Context: an optimization exercise on an open-source flow, tuned for small area and a short achievable clock period. The choices shown serve that exercise and are no tape-out recipe. Only simulation tests tie the RTL to the original design; equivalence was not proved. Power and IR drop assume default switching activity.

Design pcpu, start of the top module:
module pcpu(
    input clock,
    input enable,
    input reset,
    input start,
    input [15:0] i_datain,
    input [15:0] d_datain,
    output [7:0] i_addr,
    output [7:0] d_addr,
    output d_we,
    output [15:0] d_dataout
    );
For scale: about 69 I/O pins, roughly 0.015 mm^2 of cells after synthesis.
clock: 5.0 ns
lec_check: 0
cap_margin: 20
core_margin: 2
core_utilization: 40
cts_cluster_diameter: 100
cts_cluster_size: 30
setup_slack_margin: 2.6
slew_margin: 20
standard.sh (not shown) runs the stock make flow with config.mk's settings and CLKGATE_MAP_FILE= SYNTH_SCRIPT=/design/flow/synth_recipe.tcl, a recipe that flattens the netlist after the stock synthesis.
==> flow/flow/run.sh <==
#!/bin/bash
# The standard layout, with the port buffers made of buf_2 cells instead of the
# resizer's default pick; each tool's output is in flow.log here.
set -euo pipefail
bash standard.sh BUFFER_PORTS_ARGS="-buffer_cell sky130_fd_sc_hd__buf_2" finish > flow.log 2>&1
The starting point ran to the end with no violations.
==> next run, changes <==
==> flow/run.sh (new file) <==
#!/bin/bash
# synth_recipe.tcl (not shown) runs the flow's synth.tcl, then flattens the netlist and writes it again
# the make line also repeats each setting of config.mk as NAME=value (left out here)
make -C /OpenROAD-flow-scripts/flow DESIGN_CONFIG=/design/flow/config.mk WORK_HOME=/design/flow/orfs CLKGATE_MAP_FILE= SYNTH_SCRIPT=/design/flow/synth_recipe.tcl finish
Settings changed: CTS_CLUSTER_DIAMETER 100 to unset, CTS_CLUSTER_SIZE 30 to unset, SETUP_SLACK_MARGIN 2.6 to 3.0.
removed: flow/flow/run.sh
removed: flow/standard.sh
What happened:
- The changed run completed with no timing, DRC or antenna violations
- hold slack loses 0.014 ns
- clock power climbs by about 40%
- cell area rises by 17%
- utilization came out higher by 7.8 points
- routed wire length climbs by about 9%
- worst setup slack gets better by 0.079 ns
- non-clock buffer count is higher by 95
==> next run, changes <==
==> flow/flow/run.sh (new file) <==
#!/bin/bash
# The standard layout, with the port buffers made of buf_2 cells instead of the
# resizer's default pick; each tool's output is in flow.log here.
set -euo pipefail
bash standard.sh BUFFER_PORTS_ARGS="-buffer_cell sky130_fd_sc_hd__buf_2" finish > flow.log 2>&1
==> flow/standard.sh (new file) <==
#!/bin/bash
# synth_recipe.tcl (not shown) runs the flow's synth.tcl, then flattens the netlist and writes it again
# the make line also repeats each setting of config.mk as NAME=value (left out here)
make -C /OpenROAD-flow-scripts/flow DESIGN_CONFIG=/design/flow/config.mk WORK_HOME=/design/flow/orfs CLKGATE_MAP_FILE= SYNTH_SCRIPT=/design/flow/synth_recipe.tcl "${@:-finish}"
Settings changed: ABC_AREA set to 1, CAP_MARGIN 20 to 0, CTS_CLUSTER_DIAMETER set to 100, CTS_CLUSTER_SIZE set to 20, SETUP_SLACK_MARGIN 3.0 to 2.8, SLEW_MARGIN 20 to 0.
removed: flow/run.sh
After rerunning: Register-to-register slack gets better by 0.11 ns. Area after synthesis rose slightly. Global-route usage went down by 0.19 points. Power falls by roughly a tenth. First-iteration DRC count is higher by well over a third. Worst hold slack barely changes. Maximum frequency is higher by a few percent. Worst setup slack gains 0.11 ns. Final area went down by roughly a tenth. Routed wire length drops slightly.
==> next run, changes <==
==> flow/run.sh (new file) <==
#!/bin/bash
# synth_recipe.tcl (not shown) runs the flow's synth.tcl, then flattens the netlist and writes it again
# the make line also repeats each setting of config.mk as NAME=value (left out here)
make -C /OpenROAD-flow-scripts/flow DESIGN_CONFIG=/design/flow/config.mk WORK_HOME=/design/flow/orfs CLKGATE_MAP_FILE= SYNTH_SCRIPT=/design/flow/synth_recipe.tcl finish
Settings changed: ABC_AREA 1 to unset, CAP_MARGIN 0 to 20, CORE_UTILIZATION 40 to 60, CTS_BUF_LIST set to sky130_fd_sc_hd__clkbuf_4 sky130_fd_sc_hd__clkbuf_8, CTS_CLUSTER_DIAMETER 100 to unset, CTS_CLUSTER_SIZE 20 to unset, SLEW_MARGIN 0 to 20.
removed: flow/flow/run.sh
removed: flow/standard.sh
What happened:
- The new run completed with no timing, DRC or antenna violations
- final area grows by 7.2%
- clock skew grows by 0.026 ns
- global-route usage grows by 9.9 points
- worst setup slack is worse by 0.17 ns
- routed wire length shrinks by 3.7%
- utilization grows by 30 points
- worst hold slack hardly moves
- area after synthesis shrinks by 0.33%


run 1:
pcpu again, from the RTL that the note above started with.
Settings: LEC_CHECK=0, CAP_MARGIN=20, CORE_MARGIN=2, CORE_UTILIZATION=40, SETUP_SLACK_MARGIN=2.6, SLEW_MARGIN=20; clock period 5.0 ns.
run.sh (not shown) runs the stock make flow with config.mk's settings and CLKGATE_MAP_FILE= SYNTH_SCRIPT=/design/flow/synth_recipe.tcl, a recipe that flattens the netlist after the stock synthesis.
Stock flow here: none of the scripts above is used.
> inputs changed (run 1 -> run 2)
Settings: CORE_UTILIZATION changed from 40 to 55; CTS_CLUSTER_SIZE newly set to 20; CTS_CLUSTER_DIAMETER newly set to 100.
==> flow/flow/run.sh (new file) <==
#!/bin/bash
# The standard layout, with the port buffers made of buf_2 cells instead of the
# resizer's default pick; each tool's output is in flow.log here.
set -euo pipefail
bash standard.sh BUFFER_PORTS_ARGS="-buffer_cell sky130_fd_sc_hd__buf_2" finish > flow.log 2>&1
==> flow/standard.sh (new file) <==
#!/bin/bash
# synth_recipe.tcl (not shown) runs the flow's synth.tcl, then flattens the netlist and writes it again
# the make line also repeats each setting of config.mk as NAME=value (left out here)
make -C /OpenROAD-flow-scripts/flow DESIGN_CONFIG=/design/flow/config.mk WORK_HOME=/design/flow/orfs CLKGATE_MAP_FILE= SYNTH_SCRIPT=/design/flow/synth_recipe.tcl "${@:-finish}"
removed: flow/run.sh
--- outcome ---
- Relative area of non-clock buffer cells in the final design ends up higher on run 1.
- [run 2 vs run 1] post-route minimum period: higher in run 2
- Between run 2 and run 1, arrival time at the worst endpoint is higher for run 2, run 1 comes in under that.
- Run 2 against run 1; wire length is down by a few percent.
- The share of final layout cell area taken by clock buffers and inverters reported for run 2 is smaller than that of run 1 by 2.3 points.
- Run 2 gives more portion of the clock cycle consumed by the worst path in the final layout than run 1 did.
- Run 1 → run 2: combinational group share of total power +1.7 points, cell count -about 9%, final HPWL from detailed placement -4.1%.
[inputs] run 3 vs run 2
Settings: a change of SETUP_SLACK_MARGIN from 2.6 to 2.0; a deleted CTS_CLUSTER_DIAMETER that had been 100; a change of CORE_UTILIZATION from 55 to 40; a deleted CTS_CLUSTER_SIZE that had been 20.
==> flow/run.sh (new file) <==
#!/bin/bash
# synth_recipe.tcl (not shown) runs the flow's synth.tcl, then flattens the netlist and writes it again
# the make line also repeats each setting of config.mk as NAME=value (left out here)
make -C /OpenROAD-flow-scripts/flow DESIGN_CONFIG=/design/flow/config.mk WORK_HOME=/design/flow/orfs CLKGATE_MAP_FILE= SYNTH_SCRIPT=/design/flow/synth_recipe.tcl finish
removed: flow/flow/run.sh
removed: flow/standard.sh
Results
Against run 2, run 3 reports a sequential cell area share that is lower.
The higher sequential group share of total power of run 3 and run 2 is in run 2.
On final non-filler cell area: run 3 sits above run 2.
Against run 2 as the reference, run 3 delivers a higher switching power of the nets.
Compared with run 2, run 3 instantiates a larger number of cells.
Comparing run 2 against run 3, there is no change at all in H-tree depth reported by CTS.
Taking run 2 as the reference, in run 3 share of the core filled with cells now sits lower; initial antenna violation count dropped 1.
Here is what was changed in the inputs of run 4 compared with run 3.
Settings: swapping 2.0 for 2.6 in SETUP_SLACK_MARGIN; swapping 20 for 0 in SLEW_MARGIN; swapping 20 for 0 in CAP_MARGIN; putting CTS_CLUSTER_DIAMETER at 100 where nothing was set; putting CTS_CLUSTER_SIZE at 20 where nothing was set; putting ABC_AREA at 1 where nothing was set.
==> flow/flow/run.sh (new file) <==
#!/bin/bash
# The standard layout, with the port buffers made of buf_2 cells instead of the
# resizer's default pick; each tool's output is in flow.log here.
set -euo pipefail
bash standard.sh BUFFER_PORTS_ARGS="-buffer_cell sky130_fd_sc_hd__buf_2" finish > flow.log 2>&1
==> flow/standard.sh (new file) <==
#!/bin/bash
# synth_recipe.tcl (not shown) runs the flow's synth.tcl, then flattens the netlist and writes it again
# the make line also repeats each setting of config.mk as NAME=value (left out here)
make -C /OpenROAD-flow-scripts/flow DESIGN_CONFIG=/design/flow/config.mk WORK_HOME=/design/flow/orfs CLKGATE_MAP_FILE= SYNTH_SCRIPT=/design/flow/synth_recipe.tcl "${@:-finish}"
removed: flow/run.sh
[summary]
Run 4 against run 3: combinational share of power now larger, synthesis-to-finish area growth down 3.2 points.
On total core area, run 3 and run 4 are basically level.
Critical path depth: run 3 and run 4 compared, higher one is run 3
Comparing run 3 and run 4, the lower total detailed-routing wirelength is on run 3.
Area of combinational cells with multiple inputs was higher in the run labelled run 3.
When run 4 is measured against run 3, its number of clock buffer instances in the layout turns out 7 lower.
| hold slack | higher: run 4 |
Re detailed-placement wirelength estimate: run 3 and run 4 aren't equal, and the lower value belongs to run 3.
Run comparison: run 3 master of the slowest instance on the critical path sky130_fd_sc_hd__o21ai_0; run 4 master of the slowest instance on the critical path sky130_fd_sc_hd__dfxtp_4
Compared with run 3, run 4 shows count of plain and timing-repair buffers lower by 12.
Comparing run 3 and run 4, net switching power of the design is higher on run 3.
### run 4 -> run 5
Settings: ABC_AREA removed (was 1); CAP_MARGIN changed from 0 to 20; CTS_CLUSTER_SIZE changed from 20 to 30; SLEW_MARGIN changed from 0 to 20.
==> flow/run.sh (new file) <==
#!/bin/bash
# synth_recipe.tcl (not shown) runs the flow's synth.tcl, then flattens the netlist and writes it again
# the make line also repeats each setting of config.mk as NAME=value (left out here)
make -C /OpenROAD-flow-scripts/flow DESIGN_CONFIG=/design/flow/config.mk WORK_HOME=/design/flow/orfs CLKGATE_MAP_FILE= SYNTH_SCRIPT=/design/flow/synth_recipe.tcl finish
removed: flow/flow/run.sh
removed: flow/standard.sh
Findings:
- On total power divided by cell area: run 5 sits below run 4.
- When run 5 is set beside run 4, its area added between synthesis and finish turns out to be 4.2 points larger.
- In run 5 the global routing usage on met3 turned out 1.4 points lower than in run 4.

## what the ideal ports hide
Ports are ideal in the flow. The routed layouts listed here were re-timed in OpenROAD.
Step 1 (the two cells are an assumption about what drives the block):
set clk [get_ports {clock}]
set_driving_cell -lib_cell sky130_fd_sc_hd__clkbuf_16 $clk
set_driving_cell -lib_cell sky130_fd_sc_hd__buf_2 [delete_from_list [all_inputs] $clk]
Step 2 moves the port delays by t, midway between the first and last clock arrival at a register: inputs arrive t later, outputs are due t later. That takes back most of the time a late clock gives input paths.
Three values: ideal ports, drivers, drivers and shift; two values: the first two.
run | shift t [ns] | setup WS [ns] | worst setup path after step 2 | worst register clock-pin slew, ns
the first run of note 1 | 0.559 | 2.443 / 2.443 / 2.409 | input to register | 0.12 / 0.12
the second run of note 1 | 0.599 | 2.523 / 2.523 / 2.484 | input to register | 0.06 / 0.06
the third run of note 1 | 0.566 | 2.630 / 2.630 / 2.527 | input to register | 0.09 / 0.09
the fourth run of note 1 | 0.609 | 2.458 / 2.458 / 2.274 | input to register | 0.07 / 0.07
run 1 | 0.594 | 2.499 / 2.499 / 2.185 | input to register | 0.07 / 0.07
run 2 | 0.564 | 2.429 / 2.429 / 2.318 | input to register | 0.09 / 0.09
run 3 | 0.609 | 2.090 / 2.090 / 2.036 | input to register | 0.07 / 0.07
run 4 | 0.561 | 2.629 / 2.629 / 2.518 | input to register | 0.09 / 0.09
run 5 | 0.561 | 2.456 / 2.456 / 2.193 | input to register | 0.12 / 0.12
After both steps every run listed still meets setup and hold. For run 1, which loses most, drivers alone change the setup slack by 0.000 ns; drivers and shift together by -0.314 ns.
